What follows belongs to an exercise in optimizing a design on an open flow for small area, a short achievable clock period and few clock cycles per item; a production flow would make more cautious choices.
In this exercise RTL edits were held to simulation tests only and were not proved equivalent to the original.
Power and IR drop assume default switching activity.

[design.v]
`timescale 1ns / 1ps
module rram_ternary_cim #(
    parameter ROWS = 16,
    parameter COLS = 16,
    parameter TRIT_WIDTH = 2     
)(
    input  wire                        clk,
    input  wire                        rst_n,
    input  wire [$clog2(ROWS)-1:0]     wr_row,
    input  wire [$clog2(COLS)-1:0]     wr_col,
    input  wire [TRIT_WIDTH-1:0]       wr_data,    
    input  wire                        wr_en,
    input  wire [ROWS*TRIT_WIDTH-1:0]  input_vector,   
    input  wire                        mac_start,
    output wire [COLS*8-1:0]           mac_result,     
    output reg                         mac_done,
    input  wire [$clog2(ROWS)-1:0]     rd_row,
    input  wire [$clog2(COLS)-1:0]     rd_col,
    output wire [TRIT_WIDTH-1:0]       rd_data
);
    reg  [ROWS*COLS*TRIT_WIDTH-1:0] xbar;
    reg  [ROWS-1:0] row_vld;
    wire [ROWS-1:0] row_n;      
    wire [COLS-1:0] col_n;      
    wire [COLS*TRIT_WIDTH-1:0] col_wd;
    cim_wdec u_wdec (.wr_en(wr_en), .wr_row(wr_row), .wr_col(wr_col), .wr_data(wr_data),
                     .row_vld(row_vld), .row_n(row_n), .col_n(col_n), .col_wd(col_wd));
    genvar gr, gc;
    generate
        for (gr = 0; gr < ROWS; gr = gr + 1) begin : g_wrow
            for (gc = 0; gc < COLS; gc = gc + 1) begin : g_wcell
                always @(posedge clk)
                    if (~(row_n[gr] | col_n[gc]))
                        xbar[(gr*COLS+gc)*2 +: 2] <= col_wd[gc*2 +: 2];
            end
        end
    endgenerate
    always @(posedge clk or negedge rst_n) begin
        if (!rst_n)
            row_vld <= {ROWS{1'b0}};
        else if (wr_en)
            row_vld[wr_row] <= 1'b1;
    end
    cim_rmux u_rmux (.xbar(xbar), .row_vld(row_vld), .rd_row(rd_row), .rd_col(rd_col),
                     .rd_data(rd_data));
    wire [ROWS-1:0] xp, xn;
    generate
        for (gr = 0; gr < ROWS; gr = gr + 1) begin : g_x
            assign xp[gr] = input_vector[2*gr] & ~input_vector[2*gr+1] & row_vld[gr];
            assign xn[gr] = input_vector[2*gr+1] & ~input_vector[2*gr] & row_vld[gr];
        end
        for (gc = 0; gc < COLS; gc = gc + 1) begin : g_res
            wire [ROWS*2-1:0] cv;
            wire [5:0] sum;
            for (gr = 0; gr < ROWS; gr = gr + 1) begin : g_cv
                assign cv[gr*2 +: 2] = xbar[(gr*COLS+gc)*2 +: 2];
            end
            cim_col u_col (.xp(xp), .xn(xn), .cv(cv), .sum(sum));
            reg [5:0] res;
            always @(posedge clk)
                res <= sum;
            assign mac_result[gc*8 +: 8] = {{2{res[5]}}, res};
        end
    endgenerate
    always @(posedge clk or negedge rst_n) begin
        if (!rst_n)
            mac_done <= 1'b0;
        else
            mac_done <= mac_start;
    end
endmodule
module cim_wdec (
    input  wire         wr_en,
    input  wire [3:0]   wr_row,
    input  wire [3:0]   wr_col,
    input  wire [1:0]   wr_data,
    input  wire [15:0]  row_vld,
    output wire [15:0]  row_n,
    output wire [15:0]  col_n,
    output wire [31:0]  col_wd
);
    wire row_first = ~row_vld[wr_row];
    wire [15:0] col_sel, col_en, row_sel;
    genvar i;
    generate
        for (i = 0; i < 16; i = i + 1) begin : g_dec
            assign col_sel[i] = wr_en & (wr_col == i);
            assign col_en[i]  = col_sel[i] | (wr_en & row_first);
            assign row_sel[i] = (wr_row == i);
            assign col_wd[i*2 +: 2] = wr_data & {2{col_sel[i]}};
            assign row_n[i] = ~row_sel[i];
            assign col_n[i] = ~col_en[i];
        end
    endgenerate
endmodule
module cim_rmux (
    input  wire [511:0] xbar,
    input  wire [15:0]  row_vld,
    input  wire [3:0]   rd_row,
    input  wire [3:0]   rd_col,
    output wire [1:0]   rd_data
);
    wire [15:0] rh = (16'd1 << rd_row) & row_vld;
    wire [15:0] ch = 16'd1 << rd_col;
    reg [31:0] colv;
    reg [1:0]  v;
    integer r, c;
    always @* begin
        colv = 32'd0;
        for (c = 0; c < 16; c = c + 1)
            for (r = 0; r < 16; r = r + 1)
                colv[c*2 +: 2] = colv[c*2 +: 2] | (xbar[(r*16+c)*2 +: 2] & {2{rh[r]}});
        v = 2'd0;
        for (c = 0; c < 16; c = c + 1)
            v = v | (colv[c*2 +: 2] & {2{ch[c]}});
    end
    assign rd_data = v;
endmodule
module cim_col (
    input  wire [15:0] xp,
    input  wire [15:0] xn,
    input  wire [31:0] cv,
    output wire [5:0]  sum
);
    wire [15:0] pa, pb;    
    genvar r;
    generate
        for (r = 0; r < 16; r = r + 1) begin : g_p
            assign pa[r] = (xp[r] & cv[2*r]) | (xn[r] & cv[2*r+1]);
            assign pb[r] = ~((xp[r] & cv[2*r+1]) | (xn[r] & cv[2*r]));
        end
    endgenerate
    wire [5:0] pc;
    assign sum = {~(pc[5] | pc[4]), ~pc[4], pc[3:0]};
    wire s0 = pa[0] ^ pb[0];
    wire k0 = pa[0] & pb[0];
    wire s1, k1;
    cim_fa u_s1 (.a(pa[1]), .b(pb[1]), .c(pa[2]), .s(s1), .co(k1));
    wire s2, k2;
    cim_fa u_s2 (.a(pb[2]), .b(pa[3]), .c(pb[3]), .s(s2), .co(k2));
    wire s3, k3;
    cim_fa u_s3 (.a(pa[4]), .b(pb[4]), .c(pa[5]), .s(s3), .co(k3));
    wire s4, k4;
    cim_fa u_s4 (.a(pb[5]), .b(pa[6]), .c(pb[6]), .s(s4), .co(k4));
    wire s5, k5;
    cim_fa u_s5 (.a(pa[7]), .b(pb[7]), .c(pa[8]), .s(s5), .co(k5));
    wire s6, k6;
    cim_fa u_s6 (.a(pb[8]), .b(pa[9]), .c(pb[9]), .s(s6), .co(k6));
    wire s7, k7;
    cim_fa u_s7 (.a(pa[10]), .b(pb[10]), .c(pa[11]), .s(s7), .co(k7));
    wire s8, k8;
    cim_fa u_s8 (.a(pb[11]), .b(pa[12]), .c(pb[12]), .s(s8), .co(k8));
    wire s9, k9;
    cim_fa u_s9 (.a(pa[13]), .b(pb[13]), .c(pa[14]), .s(s9), .co(k9));
    wire s10, k10;
    cim_fa u_s10 (.a(pb[14]), .b(pa[15]), .c(pb[15]), .s(s10), .co(k10));
    wire s11, k11;
    cim_fa u_s11 (.a(s0), .b(s1), .c(s2), .s(s11), .co(k11));
    wire s12, k12;
    cim_fa u_s12 (.a(s3), .b(s4), .c(s5), .s(s12), .co(k12));
    wire s13, k13;
    cim_fa u_s13 (.a(s6), .b(s7), .c(s8), .s(s13), .co(k13));
    wire s14, k14;
    cim_fa u_s14 (.a(s9), .b(s10), .c(s11), .s(s14), .co(k14));
    wire s15, k15;
    cim_fa u_s15 (.a(s12), .b(s13), .c(s14), .s(s15), .co(k15));
    wire s16 = k0 ^ k1;
    wire k16 = k0 & k1;
    wire s17, k17;
    cim_fa u_s17 (.a(k2), .b(k3), .c(k4), .s(s17), .co(k17));
    wire s18, k18;
    cim_fa u_s18 (.a(k5), .b(k6), .c(k7), .s(s18), .co(k18));
    wire s19, k19;
    cim_fa u_s19 (.a(k8), .b(k9), .c(k10), .s(s19), .co(k19));
    wire s20, k20;
    cim_fa u_s20 (.a(s16), .b(k11), .c(k12), .s(s20), .co(k20));
    wire s21, k21;
    cim_fa u_s21 (.a(k13), .b(s17), .c(s18), .s(s21), .co(k21));
    wire s22, k22;
    cim_fa u_s22 (.a(s19), .b(k14), .c(s20), .s(s22), .co(k22));
    wire s23, k23;
    cim_fa u_s23 (.a(s21), .b(k15), .c(s22), .s(s23), .co(k23));
    wire s24 = k16 ^ k17;
    wire k24 = k16 & k17;
    wire s25, k25;
    cim_fa u_s25 (.a(k18), .b(k19), .c(s24), .s(s25), .co(k25));
    wire s26, k26;
    cim_fa u_s26 (.a(k20), .b(k21), .c(s25), .s(s26), .co(k26));
    wire s27, k27;
    cim_fa u_s27 (.a(k22), .b(s26), .c(k23), .s(s27), .co(k27));
    wire s28, k28;
    cim_fa u_s28 (.a(k24), .b(k25), .c(k26), .s(s28), .co(k28));
    wire s29 = s28 ^ k27;
    wire k29 = s28 & k27;
    wire s30 = k28 ^ k29;
    wire k30 = k28 & k29;
    assign pc = {k30, s30, s29, s27, s23, s15};
endmodule
module cim_fa (input wire a, input wire b, input wire c, output wire s, output wire co);
    assign s = a ^ b ^ c;
    assign co = (a & b) | (a & c) | (b & c);
endmodule
[config.mk]
export PLATFORM = sky130hd
export DESIGN_NAME = rram_ternary_cim
export DESIGN_NICKNAME = rram_ternary_cim
export VERILOG_FILES = /design/flow/design.v
export SDC_FILE = /design/flow/constraint.sdc
export NUM_CORES = 4
export LEC_CHECK = 0
export CAP_MARGIN = 20
export CORE_MARGIN = 2
export CORE_UTILIZATION = 40
export SETUP_SLACK_MARGIN = 4
export SLEW_MARGIN = 20
export SYNTH_HIERARCHICAL = 1
export SYNTH_MINIMUM_KEEP_SIZE = 0
[constraint.sdc]
create_clock -name core_clock -period 10.0 [get_ports {clk}]
set_input_delay 2.0000 -clock core_clock [delete_from_list [all_inputs] [get_ports {clk}]]
set_output_delay 2.0000 -clock core_clock [all_outputs]
set_load 0.01 [all_outputs]
[run.sh]
#!/bin/bash
# synth_recipe.tcl (not shown) runs the flow's synth.tcl, then flattens the netlist and writes it again
# the make line also repeats each setting of config.mk as NAME=value (left out here)
make -C /OpenROAD-flow-scripts/flow DESIGN_CONFIG=/design/flow/config.mk WORK_HOME=/design/flow/orfs CLKGATE_MAP_FILE= SYNTH_SCRIPT=/design/flow/synth_recipe.tcl finish
==> flow_summary.yaml, run 1 <==
cts:
  cts_tree: "yes"
  path_clk_slew_ns: 0.06
  clk_latency_ns: 0.66
  clockBufferDepth: 3
  cts_max_level: 3
  cts-buffers-inserted: 76
  cts_sinks: 625
  cts_root_buf: "clkbuf_16"
synthesis:
  synth_compound_area_share_pct: 18.0
  synth_top_family_by_area: "adder cells"
  yosysUniqueCellTypes: 58
  ys_top_cells_by_count: "512 x edfxtp_1, 416 x fa_1, 348 x a22o_1, 334 x a22oi_1, 307 x nor2_1"
  yosysTopAreaCell: "edfxtp_1"
  ys_seq_area_share_pct: 46.6
  synth_xor_area_share_pct: 0
  synth_warnings: 8
  synth.avg_cell_area_um2: 13.7
  syn_nets: 3327
  synth_seq_cells: 625
  synth_edf_count: 512
  syn_area_mm2: 0.0380
  syn_inst: 2773
  synthFlopType: "edfxtp_1"
  synth-adder-area-share_pct: 24.7
  synth.most_common_cell: "edfxtp_1"
  synth_top_area_share_pct: 40.4
  synthArstFlopShare_pct: 2.72
  synthTopCellsByArea: "edfxtp_1 40%, fa_1 22%, a22o_1 8.0%, a22oi_1 6.6%, dfxtp_1 5.1%"
  synth.area.mux_share_pct: 0.240
  synth-simple-area-share_pct: 6.39
grt:
  grt_max_degree: 33
  first_global_vias: 29244
  gr-total-overflow: 0
  antenna_found_initial: 12
  grt_pass1_wl_mm: 217
  grtUsageTotal_pct: 31.7
sta:
  clock.fmax_mhz: 152
  period_share_pct: 65.9
  hold_viol: 0
  tightest_slew_ns: 1.24
  min_period_ns: 6.59
  rsz0062_at_grt: "yes"
  maxSlewViolCount: 0
  slew_headroom_pct: 17.5
  clock_skew_ns: 0.0372
  setup_viol: 0
  tns_ns: 0
setup_path:
  crit_type: "input pin to primary output"
  cpMaxStageDelayCell: "or4_4"
  critPathRequiredTime_ns: 8.00
  slowest_delay_ns: 0.49
  path_cells: "buf_8 > and2_4 > and3_4 > buf_12 > buf_16 > a22o_1 > a221oi_2 > nand4_1 > a22oi_2 > o211ai_1 > or4_4 > buf_6"
  r2r_cells: 14
  crit_path_start_kind: "input pin"
  worstPathArrival_ns: 4.59
  path_max_fanout: 5
  worst_setup_path_end_kind: "primary output"
detailed_routing:
  viasPerCell: 6.79
  remaining_drc_errors: 0
  totalWireLength_mm: 159
  avgRoutedWirePerCell_um: 37.0
  first_pass_iters: 9
  drtIter0Drc: 4101
  via_count: 29226
  final_antenna_net_count: 0
power:
  p_sw_mw: 4.27
  ir_worst_vdd_mv: 0.190
  p_leak_nw: 15.6
  switching_share_pct: 36.6
  seq_power_share_pct: 28.4
  p_clk_share_pct: 24.0
  combPwrFrac_pct: 47.7
  internal_power_mw: 7.40
  p_per_area_mw_per_mm2: 255
die:
  die_x_um: 312
  fp.dieH_um: 312
  die_area_mm2: 0.0976
  fp-row-count: 113
  pin_count: 185
  core_area_mm2: 0.0946
  initial_core_util_pct: 40.2
place:
  dp_hpwl_mm: 93.2
  gp_congestion: 0.944
  io_buffer_count: 184
job:
  cap_violations: 0
cells_and_area:
  postLayoutCoreUtil_pct: 48.4
  drive_gt1_share_pct: 16.3
  syn2layout_area_growth_pct: 20.4
  nets: 3524
run_status:
  status: "timing/DRC/antenna clean"
min_path:
  hp-class: "flip-flop to flip-flop"
  hold_depth: 2
-- critical path, delay by kind of cell --
kind | cells | cell delay (ns)
AO/OA/AOI/OAI | 4 | 0.80
buffers and inverters | 4 | 0.55
AND/OR/NAND/NOR | 4 | 1.23
-- metrics by stage --
step                      instance area [um^2]  power, mW  std cells  hold WS, ns  worst slack [ns]
after floorplan                          38100       8.12       2773        0.485              3.90
after global placement                   40900       8.58       4055        0.588              2.03
after detailed placement                 40900       8.75       4057        0.583              1.99
after CTS                                45100       11.7       4281        0.608              3.49
after global routing                     45800       12.5       4297        0.631              3.37
final                                    45800       11.7       4302        0.614              3.41
-- area by class of cell --
| class | instances | area (um^2) |
|---|---|---|
| Fill cell | 8131 | 48800 |
| Multi-Input combinational cell | 1866 | 19700 |
| Sequential cell | 625 | 17700 |
| Timing Repair Buffer | 344 | 4050 |
| Clock buffer | 97 | 2040 |
| Tap cell | 1265 | 1580 |
| Clock inverter | 43 | 432 |
| Inverter | 57 | 214 |
| Antenna cell | 5 | 12.5 |
-- metal layers --
layer	vias up	GRT usage, %	share of wire [%]
li1	11106	-	-
met3	639	9.86	14
met2	2592	48.2	44
met4	16	18.4	7.1
met1	14873	40.0	35
met5	-	0	0.074
-- timing repair --
item / CTS / global route
pin swaps: 42 / 52
cloned: 15 / 6
resized for setup: 197 / 114
hold buffers: 0 / 0
buffers inserted: 69 / 10
setup endpoints to repair: 75 / 27
-- power groups by stage --
stage	sequential, mW	clock (mW)	combinational, mW
after floorplan	3.43	0	4.69
after global placement	3.35	0	5.23
after detailed placement	3.36	0	5.39
after CTS	3.31	2.82	5.55
after global routing	3.33	2.92	6.26
final	3.31	2.80	5.57
-- Yosys stat by module, one instance, submodules excluded --
module	area [um^2]	flip-flops and latches
cim_col	364	0
rram_ternary_cim	19900	625
cim_fa	20.0	0
cim_wdec	723	0
cim_rmux	3300	0
-- worst paths after layout --
check	startpoint	slack (ns)	to
max	rd_row[3]	3.41	rd_data[1]
max reg2reg	row_vld[6]	4.97	g_res[10].res[4]
min in group asynchronous	rst_n	1.80	row_vld[10]
max in group asynchronous	rst_n	7.73	row_vld[7]
min	row_vld[5]	0.61	row_vld[5]
min reg2reg	row_vld[5]	0.61	row_vld[5]
-- registers in the layout (all words and copies together) (netlist names) --
register   cells
row_vld       16
mac_done       1
xbar         512
g_res.res     96
-- logic make-up after synthesis --
logic type               count (synthesis)
multiplexers                             5
buffers and inverters                  287
flip-flops                             625
adder cells (fa/ha/maj)                500
AND/OR/NAND/NOR                        520
AO/OA/AOI/OAI                          836
-- layout by cell type, fill, tap and decap left out, types with 31 or more instances in the layout --
cell type	n
nor2_1	289
clkbuf_16	83
buf_4	77
fa_1	381
fa_2	35
edfxtp_1	512
a22oi_1	317
nand2_1	31
a221oi_1	36
a22o_1	348
inv_1	57
ha_1	83
clkdlybuf4s50_1	165
and2_1	35
a221oi_2	56
buf_12	44
dfxtp_1	96
Testbench counts, summed over its fixed seeds: cycles 1,568, macs 1,536.
==> run 2, diff against run 1 <==
--- a/design.v
+++ b/design.v
@@ -102,19 +102,42 @@
 );
     wire [15:0] rh = (16'd1 << rd_row) & row_vld;
     wire [15:0] ch = 16'd1 << rd_col;
-    reg [31:0] colv;
-    reg [1:0]  v;
-    integer r, c;
-    always @* begin
-        colv = 32'd0;
-        for (c = 0; c < 16; c = c + 1)
-            for (r = 0; r < 16; r = r + 1)
-                colv[c*2 +: 2] = colv[c*2 +: 2] | (xbar[(r*16+c)*2 +: 2] & {2{rh[r]}});
-        v = 2'd0;
-        for (c = 0; c < 16; c = c + 1)
-            v = v | (colv[c*2 +: 2] & {2{ch[c]}});
-    end
-    assign rd_data = v;
+    genvar c, b, r, h;
+    generate
+        for (b = 0; b < 2; b = b + 1) begin : g_b
+            wire [31:0] hv;                  
+            for (c = 0; c < 16; c = c + 1) begin : g_c
+                wire [15:0] d;
+                for (r = 0; r < 16; r = r + 1) begin : g_r
+                    assign d[r] = xbar[(r*16+c)*2+b];
+                end
+                cim_ao8 u_lo (.s(rh[7:0]), .d(d[7:0]), .y(hv[2*c]));
+                cim_ao8 u_hi (.s(rh[15:8]), .d(d[15:8]), .y(hv[2*c+1]));
+            end
+            wire [3:0] qv;                   
+            for (h = 0; h < 4; h = h + 1) begin : g_q
+                cim_ao8 u_q (.s({ch[4*h+3], ch[4*h+3], ch[4*h+2], ch[4*h+2],
+                                 ch[4*h+1], ch[4*h+1], ch[4*h], ch[4*h]}),
+                             .d(hv[8*h +: 8]), .y(qv[h]));
+            end
+            cim_or4 u_o (.a(qv), .y(rd_data[b]));
+        end
+    endgenerate
+endmodule
+module cim_ao8 (input wire [7:0] s, input wire [7:0] d, output wire y);
+    assign y = |(s & d);
+endmodule
+module cim_or4 (input wire [3:0] a, output wire y);
+    wire n0, n1;
+    cim_nor2 u_n0 (.a(a[0]), .b(a[1]), .y(n0));
+    cim_nor2 u_n1 (.a(a[2]), .b(a[3]), .y(n1));
+    cim_nand2 u_y (.a(n0), .b(n1), .y(y));
+endmodule
+module cim_nor2 (input wire a, input wire b, output wire y);
+    assign y = ~(a | b);
+endmodule
+module cim_nand2 (input wire a, input wire b, output wire y);
+    assign y = ~(a & b);
 endmodule
 module cim_col (
     input  wire [15:0] xp,
@@ -130,8 +153,6 @@
             assign pb[r] = ~((xp[r] & cv[2*r+1]) | (xn[r] & cv[2*r]));
         end
     endgenerate
-    wire [5:0] pc;
-    assign sum = {~(pc[5] | pc[4]), ~pc[4], pc[3:0]};
     wire s0 = pa[0] ^ pb[0];
     wire k0 = pa[0] & pb[0];
     wire s1, k1;
@@ -192,9 +213,9 @@
     cim_fa u_s28 (.a(k24), .b(k25), .c(k26), .s(s28), .co(k28));
     wire s29 = s28 ^ k27;
     wire k29 = s28 & k27;
-    wire s30 = k28 ^ k29;
-    wire k30 = k28 & k29;
-    assign pc = {k30, s30, s29, s27, s23, s15};
+    assign sum[3:0] = {s29, s27, s23, s15};
+    assign sum[4] = ~(k28 ^ k29);
+    assign sum[5] = ~(k28 | k29);
 endmodule
 module cim_fa (input wire a, input wire b, input wire c, output wire s, output wire co);
     assign s = a ^ b ^ c;
--- a/config.mk
+++ b/config.mk
@@ -8,7 +8,7 @@
 export CAP_MARGIN = 20
 export CORE_MARGIN = 2
 export CORE_UTILIZATION = 40
-export SETUP_SLACK_MARGIN = 4
+export SETUP_SLACK_MARGIN = 3.8
 export SLEW_MARGIN = 20
 export SYNTH_HIERARCHICAL = 1
 export SYNTH_MINIMUM_KEEP_SIZE = 0
==> run 2 against run 1 <==
Effect of this change:
- largest power group unchanged
- largest cell class unchanged
- setup slack gained 0.30 ns
- wire length shrank 9.5%
- via count is 3.7% lower
- maximum frequency rose by 4.7%
- cell area shrank 2.9%
- sequential cell count unchanged
- first-iteration DRC count up 5.7%
- synthesized cell count down 1.3%
==> flow_summary.yaml, run 2 <==
synthesis:
  synth_top_area_share_pct: 40.8
  syn_nets: 3291
  yosysTopAreaCell: "edfxtp_1"
  synth.avg_cell_area_um2: 13.8
  ys_seq_area_share_pct: 47.1
  synthFlopType: "edfxtp_1"
  synth_warnings: 7
  synthArstFlopShare_pct: 2.72
  yosysUniqueCellTypes: 47
  synth.most_common_cell: "a22oi_1"
  synthTopCellsByArea: "edfxtp_1 41%, fa_1 22%, a22oi_1 11%, a22o_1 6.0%, dfxtp_1 5.1%"
  synth_seq_cells: 625
  syn_inst: 2737
  synth_edf_count: 512
  syn_area_mm2: 0.0376
  ys_top_cells_by_count: "545 x a22oi_1, 512 x edfxtp_1, 416 x fa_1, 305 x nor2_1, 256 x a22o_1"
grt:
  antenna_found_initial: 1
  gr-total-overflow: 0
  grtUsageTotal_pct: 29.2
  first_global_vias: 28661
  grt_pass1_wl_mm: 202
  grt_max_degree: 33
setup_path:
  endpoint: "rd_data[1]"
  r2r_setup_slack_ns: 5.06
  worstPathArrival_ns: 4.29
  r2r_start: "row_vld[13]"
  r2r-end: "g_res[0].res[4]"
  crit_path_start_kind: "input pin"
  worst_setup_path_end_kind: "primary output"
  r2r_cells: 13
  slowest_delay_ns: 0.44
  critPathRequiredTime_ns: 8.00
  critPathLaunch: "rd_row[3]"
  crit_type: "input pin to primary output"
  cpMaxStageDelayCell: "a22oi_2"
  path_max_fanout: 7
  path_cells: "buf_8 > and2b_4 > and3_4 > buf_12 > a22oi_2 > nand4_1 > a22oi_2 > nand4_1 > nor2_4 > nand2_4 > buf_6"
cells_and_area:
  syn2layout_area_growth_pct: 18.2
  largest-register: "xbar"
  drive_gt1_share_pct: 11.6
  largest_register_ffs: 512
  fillerInstances: 8108
  nets: 3491
  final_cell_mix: "512 x a22oi_1, 512 x edfxtp_1, 416 x fa_1"
  final_cells: 4252
  reg_top3: "xbar (512), g_res.res (96), row_vld (16)"
  fin_area_mm2: 0.0445
power:
  p_leak_nw: 14.8
  p_clk_share_pct: 24.9
  seq_power_share_pct: 29.3
  switching_share_pct: 35.4
  internal_power_mw: 7.29
  p_per_area_mw_per_mm2: 254
  combPwrFrac_pct: 45.8
  ir_worst_vdd_mv: 0.186
  total_power_mw: 11.3
  p_sw_mw: 3.99
place:
  gp_congestion: 0.937
  io_buffer_count: 184
  placed_cells: 4073
  postPlaceCellArea_mm2: 0.0408
  dp_hpwl_mm: 89.3
sta:
  rsz0062_at_grt: "yes"
  min_period_ns: 6.29
  tightest_slew_ns: 1.19
  hold_viol: 0
  period_share_pct: 62.9
  maxSlewViolCount: 0
  slew_headroom_pct: 20.2
  clock_skew_ns: 0.0314
  tns_ns: 0
  clock.fmax_mhz: 159
  setup_viol: 0
die:
  die_area_mm2: 0.0966
  pin_count: 185
  initial_core_util_pct: 40.3
  die_x_um: 311
  core_area_mm2: 0.0933
  fp-row-count: 112
  fp.dieH_um: 311
cts:
  hold_buffers: 0
  cts_sinks: 625
  path_clk_slew_ns: 0.06
  clockBufferDepth: 3
  cts_tree: "yes"
  cts_max_level: 3
  clk_latency_ns: 0.65
  cts-buffers-inserted: 75
  cts_root_buf: "clkbuf_16"
run_status:
  status: "timing/DRC/antenna clean"
detailed_routing:
  first_pass_iters: 7
  drtIter0Drc: 4336
  final_antenna_net_count: 0
  remaining_drc_errors: 0
  totalWireLength_mm: 144
  viasPerCell: 6.62
  via_count: 28146
  avgRoutedWirePerCell_um: 33.8
min_path:
  hp-class: "flip-flop to flip-flop"
  hp-start: "row_vld[0]"
job:
  cap_violations: 0
==> run 2: cell count changes in the layout (fill, tap and decap cells not counted), sizes merged, moves of 4 or more <==
| cell | delta |
|---|---|
| a22oi | +211 |
| and3b | -4 |
| clkbuf | -11 |
| nand4 | +44 |
| clkinv | -4 |
| nand3 | -22 |
| a22o | -92 |
| clkdlybuf4s50 | +5 |
| o21ai | -10 |
| a221oi | -93 |
| buf | -52 |
==> run 2: area by class of cell <==
cell class / count / area, um^2 / share of cell area [%]
inverter: 56 / 210 / 0.473
antenna: 2 / 5.00 / 0.0113
clock inverter: 44 / 469 / 1.05
clock buffer: 92 / 2040 / 4.58
sequential: 625 / 17700 / 39.8
multi-input combinational: 1894 / 19300 / 43.5
timing repair buffer: 285 / 3140 / 7.06
tap: 1254 / 1570 / 3.53
==> run 2: power by group through the flow <==
stage	Clock [mW]	Combinational (mW)	Sequential, mW
finish	2.81	5.17	3.31
global route	2.93	5.85	3.33
CTS	2.84	5.27	3.31
detailed placement	0	5.16	3.36
global placement	0	5.08	3.35
floorplan	0	4.67	3.43
==> run 2: how the worst min path moves through the flow <==
| stage | cells past startpoint | slack, ns | endpoint |
|---|---|---|---|
| floorplan | 1 | 0.49 | row_vld[0] |
| global placement | 1 | 0.56 | row_vld[0] |
| detailed placement | 1 | 0.57 | row_vld[0] |
| CTS | 1 | 0.60 | row_vld[0] |
| global route | 1 | 0.61 | row_vld[0] |
| finish | 1 | 0.60 | row_vld[0] |
==> run 2: cells by family after synthesis <==
group / Yosys count / synth area share (%)
AOI/OAI and AO/OA: 846 / 17.7
and+or+nand+nor: 536 / 6.81
muxes: 5 / 0.243
DFF: 625 / 47.1
buffers and inverters: 225 / 3.25
adders and majority gates: 500 / 24.9
==> run 2: routing by layer <==
layer  share of wire [%]  GRT usage, %  wire, um  up-vias
met5                   0             0         0        -
li1                    -             -         -    11017
met4                 7.3          17.6     10500        0
met2                  46          46.3     65600     2154
met3                  12          7.92     16900      547
met1                  35          35.7     50900    14428
==> run 2: critical path: cells and delay by family <==
family	cells	cell delay [ns]
AOI/OAI and AO/OA	2	0.64
buffers and inverters	3	0.41
and+or+nand+nor	6	1.21
==> run 2: modules after synthesis, one instance, submodules excluded, excerpt <==
| module | area, um^2 | cells inside |
|---|---|---|
| cim_ao8 | 36.3 | 5 |
| cim_col | 364 | 44 |
| cim_fa | 20.0 | 1 |
| cim_nand2 | 3.75 | 1 |
| cim_nor2 | 3.75 | 1 |
| cim_rmux | 273 | 46 |
| cim_wdec | 723 | 112 |
| rram_ternary_cim | 19900 | 1093 |
==> run 2: metrics by stage <==
stage	setup slack, ns	hold slack [ns]	util (%)
detailed placement	2.42	0.570	43.7
global placement	2.48	0.563	43.7
finish	3.71	0.599	47.7
CTS	3.81	0.595	47.4
floorplan	3.84	0.487	-
global route	3.79	0.605	47.7
==> run 2: timing repair <==
item	CTS	global route
setup buffers	23	4
gates cloned	12	1
endpoints found under the setup margin	63	17
gates resized for setup	147	34
hold endpoints to repair	0	0
pin swaps	45	15
Testbench counts of run 2, summed over its fixed seeds: cycles 1,568, macs 1,536.
==> run 3, diff against run 2 <==
==> flow/run.sh (new file) <==
#!/bin/bash
# Layout flow: the standard ORFS flow (standard.sh, all steps), except
# that the port buffers are sky130_fd_sc_hd__buf_2 instead of the buffer
# that buffer_ports picks on its own (a slow delay buffer).
set -e
cp standard.sh standard.sh.txt
export BUFFER_PORTS_ARGS="-buffer_cell sky130_fd_sc_hd__buf_2"
bash standard.sh > standard.log 2>&1
==> standard.sh (new file) <==
#!/bin/bash
# synth_recipe.tcl (not shown) runs the flow's synth.tcl, then flattens the netlist and writes it again
# the make line also repeats each setting of config.mk as NAME=value (left out here)
make -C /OpenROAD-flow-scripts/flow DESIGN_CONFIG=/design/flow/config.mk WORK_HOME=/design/flow/orfs CLKGATE_MAP_FILE= SYNTH_SCRIPT=/design/flow/synth_recipe.tcl "${@:-finish}"
removed: run.sh
==> run 3 against run 2 <==
Effect of this change:
- combinational power shrank 2%
- cell area down 3.1%
- critical endpoint is now rd_data[0]
- still clean on timing, DRC and antenna
- via count shrank 1.9%
==> flow_summary.yaml, run 3 <==
cells_and_area:
  fillerInstances: 8346
  final_cell_mix: "517 x a22oi_1, 512 x edfxtp_1, 416 x fa_1"
  syn2layout_area_growth_pct: 14.5
  drive_gt1_share_pct: 16.2
  largest-register: "xbar"
  largest_register_ffs: 512
  nets: 3473
  reg_top3: "xbar (512), g_res.res (96), row_vld (16)"
  layout_commonest_cell: "a22oi_1"
  postLayoutCoreUtil_pct: 46.2
sta:
  setup_viol: 0
  clock.fmax_mhz: 158
  rsz0062_at_grt: "yes"
  min_period_ns: 6.33
  slew_headroom_pct: 18.1
  maxSlewViolCount: 0
  clock_skew_ns: 0.0190
  tightest_slew_ns: 1.23
  period_share_pct: 63.3
  tns_ns: 0
  hold_viol: 0
die:
  initial_core_util_pct: 40.3
  die_area_mm2: 0.0966
  fp-row-count: 112
  fp.dieH_um: 311
  die_x_um: 311
  pin_count: 185
  core_area_mm2: 0.0933
setup_path:
  worstPathArrival_ns: 4.33
  worst_setup_path_end_kind: "primary output"
  crit_type: "input pin to primary output"
  path_max_fanout: 7
  critPathRequiredTime_ns: 8.00
  crit_path_start_kind: "input pin"
synthesis:
  synthArstFlopShare_pct: 2.72
  yosysTopAreaCell: "edfxtp_1"
  synth_warnings: 7
  synth_edf_count: 512
  synthFlopType: "edfxtp_1"
  synth_seq_cells: 625
  synth.avg_cell_area_um2: 13.8
  syn_nets: 3291
  syn_inst: 2737
  synth.most_common_cell: "a22oi_1"
  synthTopCellsByArea: "edfxtp_1 41%, fa_1 22%, a22oi_1 11%, a22o_1 6.0%, dfxtp_1 5.1%"
  syn_area_mm2: 0.0376
  ys_seq_area_share_pct: 47.1
  ys_top_cells_by_count: "545 x a22oi_1, 512 x edfxtp_1, 416 x fa_1, 305 x nor2_1, 256 x a22o_1"
  synth_top_area_share_pct: 40.8
  yosysUniqueCellTypes: 47
run_status:
  status: "timing/DRC/antenna clean"
detailed_routing:
  totalWireLength_mm: 136
  remaining_drc_errors: 0
  viasPerCell: 6.52
  drtIter0Drc: 3923
  avgRoutedWirePerCell_um: 32.1
  final_antenna_net_count: 0
  first_pass_iters: 9
  via_count: 27607
place:
  gp_congestion: 0.914
  dp_hpwl_mm: 85.4
  io_buffer_count: 184
cts:
  cts_tree: "yes"
  cts-buffers-inserted: 74
  cts_max_level: 3
  clockBufferDepth: 3
  cts_sinks: 625
  cts_root_buf: "clkbuf_16"
  path_clk_slew_ns: 0.06
  hold_buffers: 0
  clk_latency_ns: 0.64
job:
  cap_violations: 0
power:
  p_per_area_mw_per_mm2: 258
  ir_worst_vdd_mv: 0.194
  p_leak_nw: 14.7
grt:
  grtUsageTotal_pct: 27.7
  antenna_found_initial: 9
  grt_pass1_wl_mm: 194
  gr-total-overflow: 0
  grt_max_degree: 33
  first_global_vias: 28717
min_path:
  hp-class: "flip-flop to flip-flop"
==> run 3: changes by cell type in the layout (fill, tap and decap cells not counted), moves of 6 or more <==
cell | before | now
buf_4 | 53 | 63
clkinv_1 | 10 | 4
buf_2 | 0 | 180
clkbuf_1 | 12 | 20
buf_12 | 24 | 13
clkbuf_8 | 1 | 10
buf_6 | 18 | 10
and3_4 | 13 | 7
clkinv_2 | 13 | 6
clkdlybuf4s50_1 | 170 | 0
==> run 3: where the power goes <==
group	internal, mW	total [mW]	switching (mW)
combinational	2.23	5.07	2.85
sequential	3.18	3.29	0.112
clock	1.64	2.76	1.12
==> run 3: area by class of cell <==
class | count | area (um^2) | share of cell area [%]
Antenna cell | 2 | 5.00 | 0.0116
Clock buffer | 108 | 2160 | 5.02
Clock inverter | 28 | 330 | 0.766
Inverter | 56 | 210 | 0.488
Multi-Input combinational cell | 1887 | 19100 | 44.4
Sequential cell | 625 | 17700 | 41.1
Tap cell | 1254 | 1570 | 3.64
Timing Repair Buffer | 275 | 1960 | 4.55
==> run 3: per-module statistics from Yosys (local to each module, per instance), excerpt <==
module,cells,flops+latches
cim_ao8,5,0
cim_col,44,0
cim_fa,1,0
cim_nand2,1,0
cim_nor2,1,0
cim_rmux,46,0
cim_wdec,112,0
==> run 3: critical path, cell delays in order <==
cell     delay [ns]
buf_8          0.07
and2b_2        0.24
and3_4         0.21
buf_12         0.15
buf_16         0.16
a22oi_2        0.20
nand4_1        0.20
a22oi_2        0.41
nand4_1        0.21
nor2_2         0.22
nand2_4        0.09
buf_6          0.13
==> run 3: worst paths after layout <==
check	start	to	slack, ns	depth (start not counted)
max	rd_row[2]	rd_data[0]	3.67	12
max reg2reg	row_vld[4]	g_res[0].res[4]	5.06	14
min reg2reg	row_vld[0]	row_vld[0]	0.59	1
max in group asynchronous	rst_n	row_vld[2]	8.44	1
min	row_vld[0]	row_vld[0]	0.59	1
min in group asynchronous	rst_n	row_vld[1]	1.28	1
==> run 3: routing by layer <==
layer / up-vias / GRT usage (%) / share of wire, %
met3: 512 / 6.82 / 12
li1: 10980 / - / -
met5: - / 0 / 0.0096
met2: 2124 / 43.8 / 45
met4: 2 / 16.1 / 6.6
met1: 13989 / 34.7 / 36
==> run 3: cell families (layout without fill, tap and decap cells) <==
group                    count (synthesis)  in the layout  share of synthesized area, %
other                                    0              2                             0
AO/OA/AOI/OAI                          846            846                          17.7
adder cells (fa/ha/maj)                500            500                          24.9
buffers and inverters                  225            467                          3.25
flip-flops                             625            625                          47.1
multiplexers                             5              5                         0.243
AND/OR/NAND/NOR                        536            536                          6.81
==> run 3: repair_timing <==
action	in CTS	in global routing
gates cloned	6	0
endpoints found under the setup margin	2	3
setup buffers	6	9
resized for setup	74	12
pin swaps	27	10
==> run 3: per-stage QoR <==
| step | std cells | worst slack, ns | total power [mW] | hold WS (ns) | area, um^2 |
|---|---|---|---|---|---|
| CTS | 4224 | 3.81 | 11.3 | 0.570 | 42900 |
| floorplan | 2737 | 3.84 | 8.11 | 0.487 | 37700 |
| global placement | 4075 | 3.12 | 8.36 | 0.542 | 39900 |
| detailed placement | 4076 | 3.12 | 8.43 | 0.554 | 39900 |
| global route | 4235 | 3.68 | 12.0 | 0.620 | 43100 |
| finish | 4235 | 3.67 | 11.1 | 0.590 | 43100 |
==> run 4, diff against run 3 <==
--- a/design.v
+++ b/design.v
@@ -100,8 +100,9 @@
     input  wire [3:0]   rd_col,
     output wire [1:0]   rd_data
 );
-    wire [15:0] rh = (16'd1 << rd_row) & row_vld;
-    wire [15:0] ch = 16'd1 << rd_col;
+    wire [15:0] rh = 16'd1 << rd_row;
+    wire vsel = |(rh & row_vld);
+    wire [15:0] ch = (16'd1 << rd_col) & {16{vsel}};
     genvar c, b, r, h;
     generate
         for (b = 0; b < 2; b = b + 1) begin : g_b
@@ -156,7 +157,8 @@
     wire s0 = pa[0] ^ pb[0];
     wire k0 = pa[0] & pb[0];
     wire s1, k1;
-    cim_fa u_s1 (.a(pa[1]), .b(pb[1]), .c(pa[2]), .s(s1), .co(k1));
+    cim_fsum u_s1 (.a(pa[1]), .b(pb[1]), .c(pa[2]), .s(s1));
+    cim_maj u_k1 (.a(pa[1]), .b(pb[1]), .c(pa[2]), .y(k1));
     wire s2, k2;
     cim_fa u_s2 (.a(pb[2]), .b(pa[3]), .c(pb[3]), .s(s2), .co(k2));
     wire s3, k3;
@@ -176,7 +178,8 @@
     wire s10, k10;
     cim_fa u_s10 (.a(pb[14]), .b(pa[15]), .c(pb[15]), .s(s10), .co(k10));
     wire s11, k11;
-    cim_fa u_s11 (.a(s0), .b(s1), .c(s2), .s(s11), .co(k11));
+    cim_fsum u_s11 (.a(s0), .b(s1), .c(s2), .s(s11));
+    cim_maj u_k11 (.a(s0), .b(s1), .c(s2), .y(k11));
     wire s12, k12;
     cim_fa u_s12 (.a(s3), .b(s4), .c(s5), .s(s12), .co(k12));
     wire s13, k13;
@@ -198,15 +201,17 @@
     wire s21, k21;
     cim_fa u_s21 (.a(k13), .b(s17), .c(s18), .s(s21), .co(k21));
     wire s22, k22;
-    cim_fa u_s22 (.a(s19), .b(k14), .c(s20), .s(s22), .co(k22));
+    cim_fsum u_s22 (.a(s19), .b(k14), .c(s20), .s(s22));
+    cim_maj u_k22 (.a(s19), .b(k14), .c(s20), .y(k22));
     wire s23, k23;
     cim_fa u_s23 (.a(s21), .b(k15), .c(s22), .s(s23), .co(k23));
     wire s24 = k16 ^ k17;
     wire k24 = k16 & k17;
     wire s25, k25;
-    cim_fa u_s25 (.a(k18), .b(k19), .c(s24), .s(s25), .co(k25));
+    cim_fsum u_s25 (.a(k18), .b(k19), .c(s24), .s(s25));
+    cim_maj u_k25 (.a(k18), .b(k19), .c(s24), .y(k25));
     wire s26, k26;
-    cim_fa u_s26 (.a(k20), .b(k21), .c(s25), .s(s26), .co(k26));
+    cim_fa u_s26 (.a(s25), .b(k20), .c(k21), .s(s26), .co(k26));
     wire s27, k27;
     cim_fa u_s27 (.a(k22), .b(s26), .c(k23), .s(s27), .co(k27));
     wire s28, k28;
@@ -217,6 +222,13 @@
     assign sum[4] = ~(k28 ^ k29);
     assign sum[5] = ~(k28 | k29);
 endmodule
+module cim_fsum (input wire a, input wire b, input wire c, output wire s);
+    wire p = a ^ b;
+    assign s = p ^ c;
+endmodule
+module cim_maj (input wire a, input wire b, input wire c, output wire y);
+    assign y = (a & b) | (a & c) | (b & c);
+endmodule
 module cim_fa (input wire a, input wire b, input wire c, output wire s, output wire co);
     assign s = a ^ b ^ c;
     assign co = (a & b) | (a & c) | (b & c);
==> flow/run.sh (replaced) <==
#!/bin/bash
# Layout flow: the standard ORFS flow (standard.sh, all steps), except
# that the port buffers are sky130_fd_sc_hd__buf_2 instead of the buffer
# that buffer_ports picks on its own (a slow delay buffer).
set -e
export BUFFER_PORTS_ARGS="-buffer_cell sky130_fd_sc_hd__buf_2"
bash standard.sh > standard.log 2>&1
--- a/config.mk
+++ b/config.mk
@@ -8,6 +8,7 @@
 export CAP_MARGIN = 20
 export CORE_MARGIN = 2
 export CORE_UTILIZATION = 40
+export CTS_BUF_LIST = sky130_fd_sc_hd__clkbuf_8
 export SETUP_SLACK_MARGIN = 3.8
 export SLEW_MARGIN = 20
 export SYNTH_HIERARCHICAL = 1
==> run 4 against run 3 <==
Effect of this change:
- die area up 3.2%
- clock skew up 0.053 ns
- critical path depth down 1
- sequential cell count unchanged
- combinational power up 9.3%
- area after synthesis up 3.2%
- largest cell class unchanged
- highest routed layer unchanged
==> flow_summary.yaml, run 4 <==
setup_path:
  endpoint: "rd_data[1]"
  critPathLaunch: "rd_row[3]"
  crit_path_frequent_cell: "buf_6"
  crit_path_start_kind: "input pin"
  cpMaxStageDelayCell: "mux2_4"
  r2r_setup_slack_ns: 5.11
  path_max_fanout: 8
  path_cells: "buf_16 > mux2_4 > a32o_2 > nor4b_4 > buf_6 > a21oi_4 > a22oi_2 > nand4_1 > nor2_2 > nand2_4 > buf_6"
  critPathRequiredTime_ns: 8.00
  worstPathArrival_ns: 4.32
  r2r_cells: 13
  crit_type: "input pin to primary output"
  r2r_start: "row_vld[5]"
  slowest_delay_ns: 0.29
  r2r-end: "g_res[1].res[4]"
  worst_setup_path_end_kind: "primary output"
synthesis:
  synth.avg_cell_area_um2: 13.7
  synthTopCellsByArea: "edfxtp_1 40%, fa_1 18%, a22oi_1 11%, a22o_1 5.8%, dfxtp_1 4.9%"
  yosysTopAreaCell: "edfxtp_1"
  yosysUniqueCellTypes: 56
  synth_top_area_share_pct: 39.6
  synth.most_common_cell: "a22oi_1"
  synth_seq_cells: 625
  syn_inst: 2844
  ys_seq_area_share_pct: 45.6
  syn_area_mm2: 0.0389
  synth_warnings: 7
  ys_top_cells_by_count: "545 x a22oi_1, 512 x edfxtp_1, 352 x fa_1, 305 x nor2_1, 256 x a22o_1"
  synthFlopType: "edfxtp_1"
  synthArstFlopShare_pct: 2.72
  synth_edf_count: 512
  syn_nets: 3334
cells_and_area:
  reg_top3: "xbar (512), g_res.res (96), row_vld (16)"
  final_cell_mix: "530 x a22oi_1, 512 x edfxtp_1, 352 x fa_1"
  syn2layout_area_growth_pct: 13.9
  layout_commonest_cell: "a22oi_1"
  largest-register: "xbar"
  drive_gt1_share_pct: 19.5
  nets: 3545
  largest_register_ffs: 512
cts:
  cts_sinks: 625
  cts_root_buf: "clkbuf_8"
  cts_max_level: 3
  clockBufferDepth: 3
  cts_tree: "yes"
  path_clk_slew_ns: 0.06
  cts-buffers-inserted: 107
  clk_latency_ns: 0.79
  hold_buffers: 0
place:
  io_buffer_count: 184
  gp_congestion: 0.972
  dp_hpwl_mm: 91.5
min_path:
  hp-start: "row_vld[8]"
  hold_depth: 1
  hp-class: "flip-flop to flip-flop"
sta:
  maxSlewViolCount: 0
  tns_ns: 0
  setup_viol: 0
  clock.fmax_mhz: 158
  rsz0062_at_grt: "yes"
  tightest_slew_ns: 1.09
  min_period_ns: 6.32
  period_share_pct: 63.2
  slew_headroom_pct: 27.1
  hold_viol: 0
  clock_skew_ns: 0.0717
die:
  initial_core_util_pct: 40.3
  pin_count: 185
  die_area_mm2: 0.0997
  fp-row-count: 114
  core_area_mm2: 0.0964
  fp.dieH_um: 316
  die_x_um: 316
grt:
  gr-total-overflow: 0
  first_global_vias: 29689
  grt_max_degree: 33
  grtUsageTotal_pct: 27.8
  grt_pass1_wl_mm: 200
  antenna_found_initial: 13
power:
  p_clk_share_pct: 22.9
  ir_worst_vdd_mv: 0.238
  total_power_mw: 11.5
  internal_power_mw: 7.23
  p_per_area_mw_per_mm2: 259
  seq_power_share_pct: 28.7
  p_leak_nw: 15.5
  p_sw_mw: 4.22
  switching_share_pct: 36.9
  combPwrFrac_pct: 48.3
detailed_routing:
  avgRoutedWirePerCell_um: 31.5
  viasPerCell: 6.54
  first_pass_iters: 6
  drtIter0Drc: 4181
  final_antenna_net_count: 0
  totalWireLength_mm: 140
  via_count: 29005
  remaining_drc_errors: 0
run_status:
  status: "timing/DRC/antenna clean"
job:
  cap_violations: 0
[run 4: cell types whose count changed in the layout (fill, tap and decap cells not counted), sizes merged, moves of 11 or more]
cell / previous run / this run
a21oi: 2 / 20
and3: 16 / 0
clkbuf: 108 / 119
clkinv: 15 / 34
fa: 416 / 352
inv: 59 / 76
maj3: 0 / 64
xor3: 0 / 64
[run 4: how the worst min path moves through the flow]
stage / slack (ns) / endpoint
4_1_cts: 0.60 / row_vld[8]
3_5_place_dp: 0.58 / row_vld[8]
2_1_floorplan: 0.49 / row_vld[1]
3_3_place_gp: 0.59 / row_vld[8]
5_1_grt: 0.63 / row_vld[8]
6_report: 0.61 / row_vld[8]
[run 4: area by class of cell]
class / count / area [um^2]
inverters: 57 / 214
repair buffers: 278 / 1840
clock inverters: 80 / 773
clock buffers: 119 / 1640
multi-input cells: 1986 / 20400
flip-flops and latches: 625 / 17700
well taps: 1276 / 1600
diodes: 12 / 30.0
fillers: 8659 / 52200
[run 4: per-stage QoR]
step / instances / area [um^2] / setup WS (ns) / utilization [%] / hold WS, ns
6_report: 4433 / 44300 / 3.68 / 45.9 / 0.607
5_1_grt: 4424 / 44200 / 3.62 / 45.9 / 0.631
4_1_cts: 4419 / 44100 / 3.75 / 45.8 / 0.598
3_5_place_dp: 4202 / 41200 / 2.78 / 42.8 / 0.581
3_3_place_gp: 4200 / 41200 / 2.46 / 42.7 / 0.591
2_1_floorplan: 2844 / 39000 / 3.81 / - / 0.491
[run 4: critical path, delay by kind of cell]
kind | cells | cell delay (ns)
AOI/OAI and AO/OA | 3 | 0.59
muxes | 1 | 0.29
buffers and inverters | 3 | 0.50
and+or+nand+nor | 4 | 0.91
[run 4: logic make-up (layout without fill, tap and decap cells)]
logic type               count (synthesis)  in the layout  share of synthesized area, %
AO/OA/AOI/OAI                          871            871                          17.5
XOR/XNOR                                64             64                          3.91
adder cells (fa/ha/maj)                500            500                          22.7
buffers and inverters                  233            534                          3.28
flip-flops                             625            625                          45.6
multiplexers                             8              8                         0.325
other                                    0             12                             0
AND/OR/NAND/NOR                        543            543                          6.66
[run 4: per-layer routing]
| layer | vias up | GRT usage, % | share of wire [%] |
|---|---|---|---|
| li1 | 11565 | - | - |
| met1 | 14635 | 36.6 | 37 |
| met2 | 2339 | 42.6 | 44 |
| met3 | 464 | 7.34 | 13 |
| met4 | 2 | 14.0 | 5.2 |
| met5 | - | 0.616 | 0.066 |
[run 4: repair_timing]
item	4_1_cts	5_1_grt
cloned	2	0
hold endpoints to repair	0	0
pin swaps	46	15
buffers inserted	16	2
setup endpoints to repair	2	2
resized for setup	68	15
[run 4: Yosys stat by module (local to each module, per instance), a selection]
module,times used,flops+latches,area (um^2)
cim_fa,352,0,20.0
cim_maj,64,0,11.3
rram_ternary_cim,1,625,19900
cim_wdec,1,0,723
cim_nand2,2,0,3.75
cim_fsum,64,0,23.8
cim_nor2,4,0,3.75
cim_rmux,1,0,533
cim_ao8,72,0,36.3
cim_col,16,0,364
[run 4: power by group through the flow]
stage          combinational (mW)  sequential, mW  clock [mW]
2_1_floorplan                5.05            3.43           0
3_3_place_gp                 5.49            3.34           0
3_5_place_dp                 5.57            3.35           0
4_1_cts                      5.66            3.30        2.67
5_1_grt                      6.22            3.32        2.77
6_report                     5.54            3.29        2.63
Testbench counts of run 4, summed over its fixed seeds: cycles 1,568, macs 1,536.
==> run 5, diff against run 4 <==
--- a/config.mk
+++ b/config.mk
@@ -8,7 +8,6 @@
 export CAP_MARGIN = 20
 export CORE_MARGIN = 2
 export CORE_UTILIZATION = 40
-export CTS_BUF_LIST = sky130_fd_sc_hd__clkbuf_8
 export SETUP_SLACK_MARGIN = 3.8
 export SLEW_MARGIN = 20
 export SYNTH_HIERARCHICAL = 1
==> run 5 against run 4 <==
Effect of this change:
- sequential share of layout area unchanged
- hold slack got worse by 0.0042 ns
- setup slack got worse by 0.068 ns
- via count decreased by 0.14%
- sequential power about the same
- cell area unchanged
- synthesized cell count unchanged
- critical path depth increased by 1
- sequential cell count unchanged
- maximum frequency decreased by 1.1%
- first-iteration DRC count decreased by 4.9%
==> flow_summary.yaml, run 5 <==
run_status:
  status: "timing/DRC/antenna clean"
sta:
  setup_viol: 0
  tightest_slew_ns: 1.13
  hold_slack_ns: 0.603
  maxSlewViolCount: 0
  slew_headroom_pct: 24.7
  hold_viol: 0
  period_share_pct: 63.9
  rsz0062_at_grt: "yes"
  clock.fmax_mhz: 157
  clock_skew_ns: 0.0454
  tns_ns: 0
  min_period_ns: 6.39
die:
  die_x_um: 316
  initial_core_util_pct: 40.3
  pin_count: 185
  core_area_mm2: 0.0964
  die_area_mm2: 0.0997
  fp.dieH_um: 316
  fp-row-count: 114
synthesis:
  yosysUniqueCellTypes: 56
  yosysTopAreaCell: "edfxtp_1"
  synth_xor_area_share_pct: 3.91
  synthTopCellsByArea: "edfxtp_1 40%, fa_1 18%, a22oi_1 11%, a22o_1 5.8%, dfxtp_1 4.9%"
  synth-simple-area-share_pct: 6.66
  synth_compound_area_share_pct: 17.5
  synthArstFlopShare_pct: 2.72
  synthFlopType: "edfxtp_1"
  ys_seq_area_share_pct: 45.6
  synth_top_family_by_area: "adder cells"
  synth.avg_cell_area_um2: 13.7
  synth.most_common_cell: "a22oi_1"
  synth_edf_count: 512
  syn_inst: 2844
  syn_area_mm2: 0.0389
  synth_top_area_share_pct: 39.6
  synth_seq_cells: 625
  synth_warnings: 7
  synth-adder-area-share_pct: 22.7
  ys_top_cells_by_count: "545 x a22oi_1, 512 x edfxtp_1, 352 x fa_1, 305 x nor2_1, 256 x a22o_1"
  syn_nets: 3334
  synth.area.mux_share_pct: 0.325
place:
  io_buffer_count: 184
  gp_congestion: 0.972
  dp_hpwl_mm: 91.5
grt:
  first_global_vias: 29273
  grt_max_degree: 33
  grt_pass1_wl_mm: 200
  antenna_found_initial: 12
  gr-total-overflow: 0
  grtUsageTotal_pct: 27.8
cells_and_area:
  drive_gt1_share_pct: 18.1
  layout_commonest_cell: "a22oi_1"
  nets: 3513
  largest_register_ffs: 512
  syn2layout_area_growth_pct: 13.9
  largest-register: "xbar"
  final_cell_mix: "535 x a22oi_1, 512 x edfxtp_1, 352 x fa_1"
  reg_top3: "xbar (512), g_res.res (96), row_vld (16)"
cts:
  clockBufferDepth: 3
  path_clk_slew_ns: 0.05
  clk_latency_ns: 0.64
  cts_root_buf: "clkbuf_16"
  cts_tree: "yes"
  cts_max_level: 3
  cts_sinks: 625
  cts-buffers-inserted: 75
power:
  ir_worst_vdd_mv: 0.236
  p_leak_nw: 15.4
  total_power_mw: 11.6
  p_per_area_mw_per_mm2: 262
detailed_routing:
  totalWireLength_mm: 139
  via_count: 28965
  first_pass_iters: 7
  avgRoutedWirePerCell_um: 31.9
  drtIter0Drc: 3976
  final_antenna_net_count: 0
  viasPerCell: 6.63
  remaining_drc_errors: 0
setup_path:
  crit_type: "input pin to primary output"
  crit_path_start_kind: "input pin"
  critPathRequiredTime_ns: 8.00
  r2r_setup_slack_ns: 5.12
  r2r-end: "g_res[1].res[4]"
  path_max_fanout: 8
  r2r_cells: 14
  worstPathArrival_ns: 4.39
  critPathLaunch: "rd_row[3]"
  r2r_start: "row_vld[1]"
  worst_setup_path_end_kind: "primary output"
min_path:
  min_to: "row_vld[8]"
  hp-class: "flip-flop to flip-flop"
  hp-start: "row_vld[8]"
  hold_depth: 1
job:
  cap_violations: 0
==> run 5: what timing repair did <==
action | CTS | global route
hold buffers | 0 | 0
buffers inserted | 18 | 0
gates resized for setup | 68 | 5
cloned | 2 | 0
endpoints found under the setup margin | 2 | 2
pin swaps | 45 | 5
==> run 5: worst max-delay path, cell delays in order <==
cell and delay (ns):
buf_16 0.11, mux2_4 0.29, a32o_2 0.28, nor4b_4 0.25
buf_6 0.27, buf_16 0.16, a21oi_2 0.09, a22oi_1 0.23
nand4_1 0.18, nor2_2 0.20, nand2_2 0.15, buf_6 0.15
==> run 5: final cells by class <==
class	count	area, um^2
clock buffers	100	2110
multi-input cells	1986	20400
well taps	1276	1600
fillers	8619	52200
clock inverters	38	372
inverters	57	214
flip-flops and latches	625	17700
repair buffers	278	1820
diodes	9	22.5
==> run 5: kinds of logic after synthesis <==
| family | count (synthesis) |
|---|---|
| mux | 8 |
| buf+inv | 233 |
| flops | 625 |
| fa+ha+maj | 500 |
| simple gates | 543 |
| xor+xnor | 64 |
| compound gates | 871 |
==> run 5: modules after synthesis, one instance, submodules excluded, excerpt <==
module            area, um^2  times used
cim_fsum                23.8          64
cim_nand2               3.75           2
cim_fa                  20.0         352
cim_rmux                 533           1
cim_nor2                3.75           4
cim_ao8                 36.3          72
cim_col                  364          16
cim_maj                 11.3          64
cim_wdec                 723           1
rram_ternary_cim       19900           1
==> run 5: power breakdown <==
group | switching, mW | leakage (nW) | internal, mW
combinational | 2.98 | 8.95 | 2.56
clock | 1.13 | 1.21 | 1.64
sequential | 0.111 | 5.25 | 3.18
==> run 5: metrics by stage <==
step | setup slack (ns) | std cells | instance area (um^2) | utilization [%]
2_1_floorplan | 3.81 | 2844 | 39000 | -
3_3_place_gp | 2.46 | 4200 | 41200 | 42.7
3_5_place_dp | 2.78 | 4202 | 41200 | 42.8
4_1_cts | 3.75 | 4360 | 44200 | 45.9
5_1_grt | 3.63 | 4361 | 44200 | 45.9
6_report | 3.61 | 4369 | 44300 | 45.9
==> run 5: layer usage <==
| layer | vias up | share of wire (%) | GRT usage (%) | routed length [um] |
|---|---|---|---|---|
| met3 | 453 | 13 | 6.93 | 18400 |
| met1 | 14709 | 37 | 37.2 | 51900 |
| met5 | - | 0.042 | 0.426 | 58 |
| met4 | 2 | 5.1 | 12.3 | 7110 |
| met2 | 2309 | 44 | 43.0 | 61900 |
| li1 | 11492 | - | - | - |
==> run 5: worst max-delay path by stage <==
| stage | end |
|---|---|
| 6_report | rd_data[1] |
| 5_1_grt | rd_data[1] |
| 4_1_cts | rd_data[1] |
| 3_5_place_dp | rd_data[0] |
| 3_3_place_gp | rd_data[0] |
| 2_1_floorplan | rd_data[0] |
==> run 6, diff against run 5 <==
--- a/design.v
+++ b/design.v
@@ -101,8 +101,12 @@
     output wire [1:0]   rd_data
 );
     wire [15:0] rh = 16'd1 << rd_row;
-    wire vsel = |(rh & row_vld);
-    wire [15:0] ch = (16'd1 << rd_col) & {16{vsel}};
+    wire [15:0] ch = 16'd1 << rd_col;
+    wire [1:0] vh;
+    wire vsel_n;
+    cim_ao8 u_v0 (.s(rh[7:0]), .d(row_vld[7:0]), .y(vh[0]));
+    cim_ao8 u_v1 (.s(rh[15:8]), .d(row_vld[15:8]), .y(vh[1]));
+    cim_nor2 u_vn (.a(vh[0]), .b(vh[1]), .y(vsel_n));
     genvar c, b, r, h;
     generate
         for (b = 0; b < 2; b = b + 1) begin : g_b
@@ -121,24 +125,21 @@
                                  ch[4*h+1], ch[4*h+1], ch[4*h], ch[4*h]}),
                              .d(hv[8*h +: 8]), .y(qv[h]));
             end
-            cim_or4 u_o (.a(qv), .y(rd_data[b]));
+            wire [1:0] on;
+            cim_nor2 u_n0 (.a(qv[0]), .b(qv[1]), .y(on[0]));
+            cim_nor2 u_n1 (.a(qv[2]), .b(qv[3]), .y(on[1]));
+            cim_a21oi u_o (.a1(on[0]), .a2(on[1]), .b1(vsel_n), .y(rd_data[b]));
         end
     endgenerate
 endmodule
 module cim_ao8 (input wire [7:0] s, input wire [7:0] d, output wire y);
     assign y = |(s & d);
 endmodule
-module cim_or4 (input wire [3:0] a, output wire y);
-    wire n0, n1;
-    cim_nor2 u_n0 (.a(a[0]), .b(a[1]), .y(n0));
-    cim_nor2 u_n1 (.a(a[2]), .b(a[3]), .y(n1));
-    cim_nand2 u_y (.a(n0), .b(n1), .y(y));
+module cim_a21oi (input wire a1, input wire a2, input wire b1, output wire y);
+    assign y = ~((a1 & a2) | b1);
 endmodule
 module cim_nor2 (input wire a, input wire b, output wire y);
     assign y = ~(a | b);
-endmodule
-module cim_nand2 (input wire a, input wire b, output wire y);
-    assign y = ~(a & b);
 endmodule
 module cim_col (
     input  wire [15:0] xp,
--- a/config.mk
+++ b/config.mk
@@ -7,7 +7,8 @@
 export LEC_CHECK = 0
 export CAP_MARGIN = 20
 export CORE_MARGIN = 2
-export CORE_UTILIZATION = 40
+export CORE_UTILIZATION = 55
+export CTS_BUF_LIST = sky130_fd_sc_hd__clkbuf_8
 export SETUP_SLACK_MARGIN = 3.8
 export SLEW_MARGIN = 20
 export SYNTH_HIERARCHICAL = 1
==> run 6 against run 5 <==
Effect of this change:
- clock power shrank 18%
- largest cell class unchanged
- critical path type unchanged
- synthesized cell count decreased by 1.3%
- setup slack gained 0.14 ns
- die area decreased by 27%
- count of clock-buffer cells in the layout grew 15
==> flow_summary.yaml, run 6 <==
sta:
  slew_headroom_pct: 15.7
  rsz0062_at_grt: "yes"
  setup_viol: 0
  period_share_pct: 62.5
  clock_skew_ns: 0.0340
  hold_viol: 0
  tightest_slew_ns: 1.26
  maxSlewViolCount: 0
  tns_ns: 0
  clock.fmax_mhz: 160
  min_period_ns: 6.25
  finalWorstSetupSlack_ns: 3.75
place:
  dp_hpwl_mm: 86.1
  gp_congestion: 0.943
  dp_slack_ns: 3.28
  io_buffer_count: 184
power:
  seq_power_share_pct: 30.2
  total_power_mw: 10.9
  combPwrFrac_pct: 48.7
  ir_worst_vdd_mv: 0.265
  internal_power_mw: 6.83
  p_clk_share_pct: 21.1
  switching_share_pct: 37.1
  p_sw_mw: 4.02
  p_per_area_mw_per_mm2: 252
  p_leak_nw: 15.1
detailed_routing:
  final_antenna_net_count: 0
  viasPerCell: 7.15
  avgRoutedWirePerCell_um: 34.2
  first_pass_iters: 10
  drtIter0Drc: 3786
  via_count: 28735
  totalWireLength_mm: 137
  remaining_drc_errors: 0
synthesis:
  synthArstFlopShare_pct: 2.72
  syn_area_mm2: 0.0389
  yosysUniqueCellTypes: 50
  synth_seq_cells: 625
  ys_top_cells_by_count: "553 x a22oi_1, 512 x edfxtp_1, 352 x fa_1, 295 x nor2_1, 256 x a22o_1"
  synth_compound_area_share_pct: 17.3
  synth-adder-area-share_pct: 22.7
  synthFlopType: "edfxtp_1"
  synth.avg_cell_area_um2: 13.9
  synth_top_family_by_area: "adder cells"
  synth-simple-area-share_pct: 6.92
  synth_warnings: 7
  syn_inst: 2806
  yosysTopAreaCell: "edfxtp_1"
  synth_edf_count: 512
  synth_xor_area_share_pct: 3.91
  synth.most_common_cell: "a22oi_1"
  synth.area.mux_share_pct: 0.235
  syn_nets: 3296
  synthTopCellsByArea: "edfxtp_1 40%, fa_1 18%, a22oi_1 11%, a22o_1 5.8%, dfxtp_1 4.9%"
  synth_top_area_share_pct: 39.6
  ys_seq_area_share_pct: 45.6
cells_and_area:
  layout_commonest_cell: "a22oi_1"
  final_cell_mix: "530 x a22oi_1, 512 x edfxtp_1, 352 x fa_1"
  largest-register: "xbar"
  syn2layout_area_growth_pct: 10.9
  reg_top3: "xbar (512), g_res.res (96), row_vld (16)"
  largest_register_ffs: 512
  nets: 3474
  drive_gt1_share_pct: 18.5
die:
  fp.dieH_um: 270
  die_x_um: 270
  fp-row-count: 97
  core_area_mm2: 0.0700
  pin_count: 185
  die_area_mm2: 0.0728
  initial_core_util_pct: 55.5
setup_path:
  crit_path_start_kind: "input pin"
  worstPathArrival_ns: 4.25
  path_delay_family: "simple AND/OR/NAND/NOR gates"
  slowest_delay_ns: 0.43
  worst_setup_path_end_kind: "primary output"
  r2r_start: "row_vld[1]"
  path_max_fanout: 19
  crit_type: "input pin to primary output"
  r2r_cells: 12
  path_cells: "buf_8 > and4bb_4 > buf_6 > a22oi_1 > nand4_1 > a22oi_1 > nand4_1 > nor2_2 > a21oi_2 > buf_2"
  r2r-end: "g_res[8].res[4]"
  r2r_setup_slack_ns: 4.88
  critPathRequiredTime_ns: 8.00
  cp_num_buf_inv: 3
  cpMaxStageDelayCell: "and4bb_4"
grt:
  use_met2_pct: 55.5
  antenna_found_initial: 5
  gr-total-overflow: 0
  gr-usage-met3_pct: 11.2
  grtUsageMet1_pct: 51.1
  grtUsageTotal_pct: 37.5
  gr-max-usage-layer: "met2"
  first_global_vias: 28862
  grt_max_degree: 34
  grt_pass1_wl_mm: 196
min_path:
  hold_depth: 2
  min_to: "row_vld[5]"
  hp-start: "row_vld[5]"
  hp-class: "flip-flop to flip-flop"
job:
  cap_violations: 0
cts:
  clockBufferDepth: 3
  cts_max_level: 3
  path_clk_slew_ns: 0.06
  clk_latency_ns: 0.74
  cts_sinks: 625
  cts-buffers-inserted: 107
  hold_buffers: 0
  cts_tree: "yes"
  cts_root_buf: "clkbuf_8"
run_status:
  status: "timing/DRC/antenna clean"
-- run 6: cell count changes after synthesis, moves of 4 or more --
cell | previous run | this run
a21oi_1 | 18 | 0
a22oi_1 | 545 | 553
and4b_1 | 1 | 8
and4bb_2 | 0 | 12
buf_4 | 101 | 106
nand2_1 | 50 | 36
nand2b_1 | 6 | 2
nand3_1 | 15 | 9
nor2_1 | 305 | 295
nor2b_1 | 10 | 6
nor3_1 | 10 | 4
nor4b_2 | 0 | 8
-- run 6: through the flow --
| stage | hold WS (ns) | util [%] | cell area [um^2] | instances |
|---|---|---|---|---|
| after global routing | 0.641 | 61.5 | 43100 | 4017 |
| after detailed placement | 0.584 | 58.0 | 40600 | 3807 |
| after CTS | 0.598 | 61.3 | 42900 | 4013 |
| after floorplan | 0.496 | - | 39000 | 2806 |
| final | 0.613 | 61.6 | 43100 | 4019 |
| after global placement | 0.590 | 58.0 | 40600 | 3806 |
-- run 6: layer usage --
metal	routed length, um	part of all wire [%]	up-vias
met1	50500	37	14499
met2	59700	43	2353
met3	19700	14	463
met5	35	0.026	-
li1	-	-	11414
met4	7370	5.4	6
-- run 6: modules after synthesis (local to each module, per instance) --
module            cells  cell area [um^2]  copies in the design  flops+latches
cim_ao8               5              36.3                    74              0
cim_nor2              1              3.75                     5              0
rram_ternary_cim   1093             19900                     1            625
cim_rmux             40               453                     1              0
cim_col              44               364                    16              0
cim_wdec            112               723                     1              0
cim_fsum              1              23.8                    64              0
cim_maj               1              11.3                    64              0
cim_fa                1              20.0                   352              0
cim_a21oi             1              8.76                     2              0
-- run 6: worst min-delay path, cell delays in order, from the launching register on --
cell,delay [ns]
dfrtp_1,0.43
a31oi_1,0.06
o21ai_1,0.08
-- run 6: logic make-up after synthesis --
group	after synthesis
xor gates and xnor gates	64
DFF	625
buffers and inverters	233
muxes	5
and+or+nand+nor	523
adders and majority gates	500
AOI/OAI and AO/OA	856
-- run 6: repair_timing --
action,in CTS,in global routing
buffers inserted,3,2
cloned,2,1
gates resized for setup,39,32
endpoints found under the hold margin,0,0
pin swaps,7,22
setup endpoints to repair,2,2
-- run 6: how the worst max path moves through the flow --
stage / startpoint / end / slack [ns] / cells after the start
6_report: rd_row[2] / rd_data[1] / 3.75 / 10
5_1_grt: rd_row[3] / rd_data[1] / 3.80 / 10
4_1_cts: rd_row[3] / rd_data[1] / 3.80 / 10
3_5_place_dp: rd_row[1] / rd_data[1] / 3.28 / 10
3_3_place_gp: rd_row[1] / rd_data[1] / 3.33 / 10
2_1_floorplan: input_vector[1] / g_res[0].res[4] / 3.85 / 13
-- run 6: layout make-up --
type	instances	area (um^2)
well taps	940	1180
clock inverters	86	519
flip-flops and latches	625	17700
fillers	5477	26900
repair buffers	243	1510
diodes	3	7.51
clock buffers	115	1580
multi-input cells	1951	20400
inverters	56	210
-- run 6: power groups by stage --
stage,Clock [mW],Combinational (mW),Sequential (mW)
finish,2.29,5.29,3.28
global route,2.43,5.94,3.30
CTS,2.33,5.35,3.28
global placement,0,5.11,3.32
detailed placement,0,5.29,3.33
floorplan,0,5.05,3.43
Testbench counts of run 6, summed over its fixed seeds: cycles 1,568, macs 1,536.

[separate check: timing with driven ports]
The results above use ideal ports. As a check the final layouts listed here were re-extracted and re-timed, cells and wires unchanged.
Step 1 assumes that a clkbuf_16 drives the clock port and a buf_2 every other input.
Step 2 times the ports against the registers' clock, not the clock port: input delays grow and output delays shrink by t, the midpoint of the rising clock arrivals with the driver on.
Slacks: ideal ports / drivers / drivers and shift; pairs: ideal ports / drivers.
run	t, ns	setup slack, ns	worst data-port slew with drivers (ns)
run 1	0.710	3.409 / 3.329 / 3.268	0.08
run 2	0.698	3.705 / 3.644 / 3.184	0.07
run 3	0.697	3.665 / 3.615 / 3.429	0.13
run 4	0.828	3.682 / 3.540 / 3.515	0.16
run 5	0.700	3.614 / 3.465 / 3.465	0.17
run 6	0.790	3.750 / 3.701 / 3.241	0.11
After both steps every run listed still meets setup and hold. The setup slack of run 2, which loses most, moves by -0.061 ns with the drivers and by -0.521 ns with both steps.
